Context: an optimization exercise on an open-source flow, tuned for small area, a short achievable clock period and few clock cycles. The choices shown serve that exercise and are no tape-out recipe.
RTL that was checked went through simulation tests only; none was proved equivalent to the original.
Power is estimated from default activity; no workload was simulated.

==> module draw_lines, before the edit <==
module draw_lines(
      input          i_clk,
      input          i_reset,
      input   [10:0] i_x0,
      input   [10:0] i_x1,
      input   [10:0] i_y0,
      input   [10:0] i_y1,
      input          i_start,
      input          i_load_fifo,
      output         o_waiting,
      output         o_fifo_full,
      output         o_wr,
      output  [18:0] o_addr
    );
   localparam NR = 12;           
   localparam RW = 38;           
   function [11:0] ks_add;
      input [11:0] a, b;
      input        ci;
      reg   [11:0] p, g, pp, gg;
      integer i, d;
      begin
         p = a ^ b;
         g = a & b;
         gg = {g[11:1], g[0] | (p[0] & ci)};
         pp = p;
         for (d = 1; d < 12; d = d * 2) begin
            for (i = 11; i >= d; i = i - 1) begin
               gg[i] = gg[i] | (pp[i] & gg[i-d]);
               pp[i] = pp[i] & pp[i-d];
            end
         end
         ks_add = p ^ {gg[10:0], ci};
      end
   endfunction
   reg        idle;              
   reg        wr;                
   reg  [3:0] count;             
   reg        full;              
   reg  [NR-1:0] r_v;            
   reg           x_v, y_v, e_v;
   reg        e_last;            
   wire emit   = ~idle & e_v;    
   wire finish = emit & e_last;  
   wire [NR+2:0] vall = {e_v, y_v, x_v, r_v};      
   wire [NR+2:0] take;
   genvar gi;
   generate
      for (gi = 1; gi <= NR+2; gi = gi + 1) begin : g_take
         assign take[gi] = vall[gi-1] & (~&vall[NR+2:gi] | finish);
      end
   endgenerate
   assign take[0] = i_load_fifo;
   wire [3:0] count_nx = count + {3'd0, i_load_fifo} - {3'd0, finish};
   always @(posedge i_clk) begin
      if (i_reset) begin
         idle    <= 1'b1;
         wr      <= 1'b0;
         count   <= 4'd0;
         full    <= 1'b0;
         r_v     <= {NR{1'b0}};
         x_v     <= 1'b0;
         y_v     <= 1'b0;
         e_v     <= 1'b0;
      end else begin
         idle  <= idle ? ~i_start : (count == 4'd0);
         wr    <= emit;
         count <= count_nx;
         full  <= count_nx == 4'd15;
         r_v   <= (r_v & ~take[NR:1]) | take[NR-1:0];
         x_v   <= (x_v & ~take[NR+1]) | take[NR];
         y_v   <= (y_v & ~take[NR+2]) | take[NR+1];
         e_v   <= (e_v & ~finish) | take[NR+2];
      end
   end
   assign o_waiting   = idle;
   assign o_fifo_full = full;
   assign o_wr        = wr;
   reg [RW-1:0] r_d [0:NR-1];
   always @(posedge i_clk) begin
      if (take[0])
         r_d[0] <= {i_x0[9:0], i_y0[8:0], i_x1[9:0], i_y1[8:0]};
   end
   generate
      for (gi = 1; gi < NR; gi = gi + 1) begin : g_raw
         always @(posedge i_clk) begin
            if (take[gi])
               r_d[gi] <= r_d[gi-1];
         end
      end
   endgenerate
   wire [9:0] h_x0 = r_d[NR-1][37:28];
   wire [8:0] h_y0 = r_d[NR-1][27:19];
   wire [9:0] h_x1 = r_d[NR-1][18:9];
   wire [8:0] h_y1 = r_d[NR-1][8:0];
   wire [10:0] dxp = {1'b0, h_x1} - {1'b0, h_x0};
   wire [10:0] dxn = {1'b0, h_x0} - {1'b0, h_x1};
   wire  [9:0] dyp = {1'b0, h_y1} - {1'b0, h_y0};
   wire  [9:0] dyn = {1'b0, h_y0} - {1'b0, h_y1};
   reg  [RW-1:0] x_pts;          
   reg     [9:0] x_adx;
   reg     [8:0] x_ady;
   reg           x_sx, x_sy;     
   always @(posedge i_clk) begin
      if (take[NR]) begin
         x_pts <= r_d[NR-1];
         x_sx  <= dxp[10];
         x_sy  <= dyp[9];
         x_adx <= dxp[10] ? dxn[9:0] : dxp[9:0];
         x_ady <= dyp[9]  ? dyn[8:0] : dyp[8:0];
      end
   end
   wire        steep = {1'b0, x_ady} > x_adx;
   wire        swap  = steep ? x_sy : x_sx;
   reg   [9:0] y_xs;
   reg   [8:0] y_ys;
   reg   [9:0] y_da, y_db;
   reg         y_steep, y_bpos;
   always @(posedge i_clk) begin
      if (take[NR+1]) begin
         y_xs    <= swap ? x_pts[18:9] : x_pts[37:28];
         y_ys    <= swap ? x_pts[8:0]  : x_pts[27:19];
         y_da    <= steep ? {1'b0, x_ady} : x_adx;
         y_db    <= steep ? x_adx : {1'b0, x_ady};
         y_steep <= steep;
         y_bpos  <= ~(x_sx ^ x_sy);
      end
   end
   wire [9:0]  d1 = y_da - y_db;                             
   wire [10:0] e0 = {2'b0, y_da[9:1]} - {1'b0, y_db};        
   reg  [9:0] e_x;
   reg  [8:0] e_y;
   reg [10:0] e_err;             
   reg  [9:0] e_d1;              
   reg  [9:0] e_db;
   reg  [9:0] e_cnt;             
   reg        e_steep, e_bpos;
   wire        e_step   = e_err[10];
   wire [11:0] e_err_s_w  = ks_add({e_err[10], e_err}, {2'b0, e_d1}, 1'b0);
   wire [11:0] e_err_ns_w = ks_add({e_err[10], e_err}, {2'b11, ~e_db}, 1'b1);
   wire [10:0] e_err_s  = e_err_s_w[10:0];
   wire [10:0] e_err_ns = e_err_ns_w[10:0];
   wire        x_mv = ~e_steep | e_step;
   wire        x_up = ~e_steep | e_bpos;
   wire        y_mv =  e_steep | e_step;
   wire        y_up =  e_steep | e_bpos;
   wire  [9:0] e_x_nx = x_mv ? (x_up ? e_x + 10'd1 : e_x - 10'd1) : e_x;
   wire  [8:0] e_y_nx = y_mv ? (y_up ? e_y + 9'd1 : e_y - 9'd1) : e_y;
   always @(posedge i_clk) begin
      if (take[NR+2]) begin
         e_x     <= y_xs;
         e_y     <= y_ys;
         e_err   <= e0;
         e_d1    <= d1;
         e_db    <= y_db;
         e_cnt   <= y_da;
         e_last  <= (y_da == 10'd0);
         e_steep <= y_steep;
         e_bpos  <= y_bpos;
      end else if (emit) begin
         e_x     <= e_x_nx;
         e_y     <= e_y_nx;
         e_err   <= e_step ? e_err_s : e_err_ns;
         e_cnt   <= e_cnt - 10'd1;
         e_last  <= (e_cnt == 10'd1);
      end
   end
   reg [18:0] addr;
   wire [11:0] s_a = {1'b0, e_y, 2'b0};
   wire [11:0] s_b = {3'b0, e_y};
   wire [11:0] s_c = {9'b0, e_x[9:7]};
   wire [11:0] s_sum = s_a ^ s_b ^ s_c;
   wire [11:0] s_cry = (s_a & s_b) | (s_a & s_c) | (s_b & s_c);
   always @(posedge i_clk) begin
      addr[6:0]  <= e_x[6:0];
      addr[18:7] <= ks_add(s_sum, {s_cry[10:0], 1'b0}, 1'b0);
   end
   assign o_addr = addr;
endmodule
export LEC_CHECK = 0
export ABC_AREA = 1
export CAP_MARGIN = 20
export CORE_MARGIN = 2
export CORE_UTILIZATION = 40
export CTS_CLUSTER_DIAMETER = 100
export CTS_CLUSTER_SIZE = 20
export SETUP_SLACK_MARGIN = 3.0
export SLEW_MARGIN = 20
create_clock -name core_clock -period 5.0 [get_ports {i_clk}]
run.sh (not shown) runs the stock make flow with config.mk's settings and CLKGATE_MAP_FILE= SYNTH_SCRIPT=/design/flow/synth_recipe.tcl, a recipe that flattens the netlist after the stock synthesis.
Testbench counts at the start, summed over its fixed seeds: cycles 117,974.
Then changed:
--- a/flow/design.v
+++ b/flow/design.v
@@ -38,41 +38,51 @@
    reg  [3:0] count;             
    reg        full;              
    reg  [NR-1:0] r_v;            
    reg           x_v, y_v, e_v;
    reg        e_last;            
-   wire emit   = ~idle & e_v;    
-   wire finish = emit & e_last;  
+   wire emit   = e_v & (~idle | (i_start & ~e_last));
+   wire finish = ~idle & e_v & e_last;    
    wire [NR+2:0] vall = {e_v, y_v, x_v, r_v};      
    wire [NR+2:0] take;
+   reg  [NR+2:1] sfull;
    genvar gi;
    generate
       for (gi = 1; gi <= NR+2; gi = gi + 1) begin : g_take
-         assign take[gi] = vall[gi-1] & (~&vall[NR+2:gi] | finish);
+         assign take[gi] = vall[gi-1] & (~sfull[gi] | finish);
       end
    endgenerate
    assign take[0] = i_load_fifo;
    wire [3:0] count_nx = count + {3'd0, i_load_fifo} - {3'd0, finish};
+   wire [NR+2:0] vall_nx = (vall & ~{finish, take[NR+2:1]}) | take;
+   wire [NR+2:1] sfull_nx;
+   generate
+      for (gi = 1; gi <= NR+2; gi = gi + 1) begin : g_sfull
+         assign sfull_nx[gi] = &vall_nx[NR+2:gi];
+      end
+   endgenerate
    always @(posedge i_clk) begin
       if (i_reset) begin
          idle    <= 1'b1;
          wr      <= 1'b0;
          count   <= 4'd0;
          full    <= 1'b0;
          r_v     <= {NR{1'b0}};
          x_v     <= 1'b0;
          y_v     <= 1'b0;
          e_v     <= 1'b0;
+         sfull   <= {(NR+2){1'b0}};
       end else begin
          idle  <= idle ? ~i_start : (count == 4'd0);
          wr    <= emit;
          count <= count_nx;
          full  <= count_nx == 4'd15;
-         r_v   <= (r_v & ~take[NR:1]) | take[NR-1:0];
-         x_v   <= (x_v & ~take[NR+1]) | take[NR];
-         y_v   <= (y_v & ~take[NR+2]) | take[NR+1];
-         e_v   <= (e_v & ~finish) | take[NR+2];
+         r_v   <= vall_nx[NR-1:0];
+         x_v   <= vall_nx[NR];
+         y_v   <= vall_nx[NR+1];
+         e_v   <= vall_nx[NR+2];
+         sfull <= sfull_nx;
       end
    end
    assign o_waiting   = idle;
    assign o_fifo_full = full;
    assign o_wr        = wr;
Result:
- utilization is higher by 0.26 points
- register-to-register slack got worse by 0.05 ns
- power came out higher by 2.6%
- sequential share of layout area hardly moves
- via count grows by 3.2%
- synthesized area grows by 1.8%
- hold slack stays flat
- wire length came out lower by 0.82%
The RTL of the second run of this note was laid out without a check of its function.

* * *

The RTL this note starts from:
==> flow/design.v <==
module draw_lines(
      input          i_clk,
      input          i_reset,
      input   [10:0] i_x0,
      input   [10:0] i_x1,
      input   [10:0] i_y0,
      input   [10:0] i_y1,
      input          i_start,
      input          i_load_fifo,
      output         o_waiting,
      output         o_fifo_full,
      output         o_wr,
      output  [18:0] o_addr
    );
   localparam NR = 12;           
   localparam RW = 38;           
   function [11:0] ks_add;
      input [11:0] a, b;
      input        ci;
      reg   [11:0] p, g, pp, gg;
      integer i, d;
      begin
         p = a ^ b;
         g = a & b;
         gg = {g[11:1], g[0] | (p[0] & ci)};
         pp = p;
         for (d = 1; d < 12; d = d * 2) begin
            for (i = 11; i >= d; i = i - 1) begin
               gg[i] = gg[i] | (pp[i] & gg[i-d]);
               pp[i] = pp[i] & pp[i-d];
            end
         end
         ks_add = p ^ {gg[10:0], ci};
      end
   endfunction
   reg        idle;              
   reg        wr;                
   reg  [3:0] count;             
   reg        full;              
   reg  [NR-1:0] r_v;            
   reg           x_v, y_v, e_v;
   reg        e_last;            
   wire emit   = ~idle & e_v;    
   wire finish = emit & e_last;  
   wire [NR+2:0] vall = {e_v, y_v, x_v, r_v};      
   wire [NR+2:0] take;
   reg  [NR+2:1] sfull;
   genvar gi;
   generate
      for (gi = 1; gi <= NR+2; gi = gi + 1) begin : g_take
         assign take[gi] = vall[gi-1] & (~sfull[gi] | finish);
      end
   endgenerate
   assign take[0] = i_load_fifo;
   wire [3:0] count_nx = count + {3'd0, i_load_fifo} - {3'd0, finish};
   wire [NR+2:0] vall_nx = (vall & ~{finish, take[NR+2:1]}) | take;
   wire [NR+2:1] sfull_nx;
   generate
      for (gi = 1; gi <= NR+2; gi = gi + 1) begin : g_sfull
         assign sfull_nx[gi] = &vall_nx[NR+2:gi];
      end
   endgenerate
   always @(posedge i_clk) begin
      if (i_reset) begin
         idle    <= 1'b1;
         wr      <= 1'b0;
         count   <= 4'd0;
         full    <= 1'b0;
         r_v     <= {NR{1'b0}};
         x_v     <= 1'b0;
         y_v     <= 1'b0;
         e_v     <= 1'b0;
         sfull   <= {(NR+2){1'b0}};
      end else begin
         idle  <= idle ? ~i_start : (count == 4'd0);
         wr    <= emit;
         count <= count_nx;
         full  <= count_nx == 4'd15;
         r_v   <= vall_nx[NR-1:0];
         x_v   <= vall_nx[NR];
         y_v   <= vall_nx[NR+1];
         e_v   <= vall_nx[NR+2];
         sfull <= sfull_nx;
      end
   end
   assign o_waiting   = idle;
   assign o_fifo_full = full;
   assign o_wr        = wr;
   reg [RW-1:0] r_d [0:NR-1];
   always @(posedge i_clk) begin
      if (take[0])
         r_d[0] <= {i_x0[9:0], i_y0[8:0], i_x1[9:0], i_y1[8:0]};
   end
   generate
      for (gi = 1; gi < NR; gi = gi + 1) begin : g_raw
         always @(posedge i_clk) begin
            if (take[gi])
               r_d[gi] <= r_d[gi-1];
         end
      end
   endgenerate
   wire [9:0] h_x0 = r_d[NR-1][37:28];
   wire [8:0] h_y0 = r_d[NR-1][27:19];
   wire [9:0] h_x1 = r_d[NR-1][18:9];
   wire [8:0] h_y1 = r_d[NR-1][8:0];
   wire [10:0] dxp = {1'b0, h_x1} - {1'b0, h_x0};
   wire [10:0] dxn = {1'b0, h_x0} - {1'b0, h_x1};
   wire  [9:0] dyp = {1'b0, h_y1} - {1'b0, h_y0};
   wire  [9:0] dyn = {1'b0, h_y0} - {1'b0, h_y1};
   reg  [RW-1:0] x_pts;          
   reg     [9:0] x_adx;
   reg     [8:0] x_ady;
   reg           x_sx, x_sy;     
   always @(posedge i_clk) begin
      if (take[NR]) begin
         x_pts <= r_d[NR-1];
         x_sx  <= dxp[10];
         x_sy  <= dyp[9];
         x_adx <= dxp[10] ? dxn[9:0] : dxp[9:0];
         x_ady <= dyp[9]  ? dyn[8:0] : dyp[8:0];
      end
   end
   wire        steep = {1'b0, x_ady} > x_adx;
   wire        swap  = steep ? x_sy : x_sx;
   reg   [9:0] y_xs;
   reg   [8:0] y_ys;
   reg   [9:0] y_da, y_db;
   reg         y_steep, y_bpos;
   always @(posedge i_clk) begin
      if (take[NR+1]) begin
         y_xs    <= swap ? x_pts[18:9] : x_pts[37:28];
         y_ys    <= swap ? x_pts[8:0]  : x_pts[27:19];
         y_da    <= steep ? {1'b0, x_ady} : x_adx;
         y_db    <= steep ? x_adx : {1'b0, x_ady};
         y_steep <= steep;
         y_bpos  <= ~(x_sx ^ x_sy);
      end
   end
   wire [9:0]  d1 = y_da - y_db;                             
   wire [10:0] e0 = {2'b0, y_da[9:1]} - {1'b0, y_db};        
   reg  [9:0] e_x;
   reg  [8:0] e_y;
   reg [10:0] e_err;             
   reg  [9:0] e_d1;              
   reg  [9:0] e_db;
   reg  [9:0] e_cnt;             
   reg        e_steep, e_bpos;
   wire        e_step   = e_err[10];
   wire [11:0] e_err_s_w  = ks_add({e_err[10], e_err}, {2'b0, e_d1}, 1'b0);
   wire [11:0] e_err_ns_w = ks_add({e_err[10], e_err}, {2'b11, ~e_db}, 1'b1);
   wire [10:0] e_err_s  = e_err_s_w[10:0];
   wire [10:0] e_err_ns = e_err_ns_w[10:0];
   wire        x_mv = ~e_steep | e_step;
   wire        x_up = ~e_steep | e_bpos;
   wire        y_mv =  e_steep | e_step;
   wire        y_up =  e_steep | e_bpos;
   wire  [9:0] e_x_nx = x_mv ? (x_up ? e_x + 10'd1 : e_x - 10'd1) : e_x;
   wire  [8:0] e_y_nx = y_mv ? (y_up ? e_y + 9'd1 : e_y - 9'd1) : e_y;
   always @(posedge i_clk) begin
      if (take[NR+2]) begin
         e_x     <= y_xs;
         e_y     <= y_ys;
         e_err   <= e0;
         e_d1    <= d1;
         e_db    <= y_db;
         e_cnt   <= y_da;
         e_last  <= (y_da == 10'd0);
         e_steep <= y_steep;
         e_bpos  <= y_bpos;
      end else if (emit) begin
         e_x     <= e_x_nx;
         e_y     <= e_y_nx;
         e_err   <= e_step ? e_err_s : e_err_ns;
         e_cnt   <= e_cnt - 10'd1;
         e_last  <= (e_cnt == 10'd1);
      end
   end
   reg [18:0] addr;
   wire [11:0] s_a = {1'b0, e_y, 2'b0};
   wire [11:0] s_b = {3'b0, e_y};
   wire [11:0] s_c = {9'b0, e_x[9:7]};
   wire [11:0] s_sum = s_a ^ s_b ^ s_c;
   wire [11:0] s_cry = (s_a & s_b) | (s_a & s_c) | (s_b & s_c);
   always @(posedge i_clk) begin
      addr[6:0]  <= e_x[6:0];
      addr[18:7] <= ks_add(s_sum, {s_cry[10:0], 1'b0}, 1'b0);
   end
   assign o_addr = addr;
endmodule
clock: 5.0 ns
lec_check: 0
abc_area: 1
cap_margin: 20
core_margin: 2
core_utilization: 40
cts_cluster_diameter: 100
cts_cluster_size: 20
setup_slack_margin: 3.0
slew_margin: 20
The first run went through all stages and came out clean.
Edit:
--- a/flow/design.v
+++ b/flow/design.v
@@ -40,26 +40,18 @@
    reg  [NR-1:0] r_v;            
    reg           x_v, y_v, e_v;
    reg        e_last;            
-   wire emit   = ~idle & e_v;    
-   wire finish = emit & e_last;  
+   wire emit   = e_v & (~idle | (i_start & ~e_last));
+   wire finish = ~idle & e_v & e_last;    
    wire [NR+2:0] vall = {e_v, y_v, x_v, r_v};      
    wire [NR+2:0] take;
-   reg  [NR+2:1] sfull;
    genvar gi;
    generate
       for (gi = 1; gi <= NR+2; gi = gi + 1) begin : g_take
-         assign take[gi] = vall[gi-1] & (~sfull[gi] | finish);
+         assign take[gi] = vall[gi-1] & (~&vall[NR+2:gi] | finish);
       end
    endgenerate
    assign take[0] = i_load_fifo;
    wire [3:0] count_nx = count + {3'd0, i_load_fifo} - {3'd0, finish};
-   wire [NR+2:0] vall_nx = (vall & ~{finish, take[NR+2:1]}) | take;
-   wire [NR+2:1] sfull_nx;
-   generate
-      for (gi = 1; gi <= NR+2; gi = gi + 1) begin : g_sfull
-         assign sfull_nx[gi] = &vall_nx[NR+2:gi];
-      end
-   endgenerate
    always @(posedge i_clk) begin
       if (i_reset) begin
          idle    <= 1'b1;
@@ -70,17 +62,15 @@
          x_v     <= 1'b0;
          y_v     <= 1'b0;
          e_v     <= 1'b0;
-         sfull   <= {(NR+2){1'b0}};
       end else begin
          idle  <= idle ? ~i_start : (count == 4'd0);
          wr    <= emit;
          count <= count_nx;
          full  <= count_nx == 4'd15;
-         r_v   <= vall_nx[NR-1:0];
-         x_v   <= vall_nx[NR];
-         y_v   <= vall_nx[NR+1];
-         e_v   <= vall_nx[NR+2];
-         sfull <= sfull_nx;
+         r_v   <= (r_v & ~take[NR:1]) | take[NR-1:0];
+         x_v   <= (x_v & ~take[NR+1]) | take[NR];
+         y_v   <= (y_v & ~take[NR+2]) | take[NR+1];
+         e_v   <= (e_v & ~finish) | take[NR+2];
       end
    end
    assign o_waiting   = idle;
- utilization increases by 2.8 points
- first-iteration DRC count decreases by 6.5%
- global-route usage increases by 0.92 points
- die area decreases by 1.9%
- synthesized cell count decreases by 4.0%
- power barely changes
- sequential share of layout area decreases by 2.7 points
- clock power increases by about 2%
- combinational power increases by 47%
No functional check of the RTL was part of any run of this note.

[what the ideal ports hide]
The results above use ideal ports. As a check the final layouts listed here were re-extracted and re-timed, cells and wires unchanged. Step 1 assumes that a clkbuf_16 drives the clock port and a buf_2 every other input. Step 2 also shifts input and output timing later by t, the mid clock arrival at the registers, as if the neighbouring blocks saw the same clock. a / b / c = no drivers / after step 1 / after step 2; a / b = the first two.
run | t, ns | setup WS [ns] | hold WS [ns] | clock arrival spread, ns | worst register clock-pin slew, ns
the first run of note 1 | 0.635 | 2.862 / 2.862 / 2.584 | 0.408 / 0.408 / 0.408 | 0.024 / 0.024 | 0.09 / 0.09
the second run of note 1 | 0.635 | 2.813 / 2.813 / 2.482 | 0.409 / 0.409 / 0.409 | 0.022 / 0.021 | 0.09 / 0.09
the first run of note 2 | 0.619 | 2.777 / 2.777 / 2.476 | 0.414 / 0.414 / 0.414 | 0.021 / 0.021 | 0.09 / 0.09
the second run of note 2 | 0.639 | 2.758 / 2.758 / 2.408 | 0.401 / 0.401 / 0.401 | 0.031 / 0.031 | 0.09 / 0.09
After both steps every run listed still meets setup and hold. The setup slack of the second run of note 2, which loses most, moves by 0.000 ns with the drivers and by -0.350 ns with both steps.
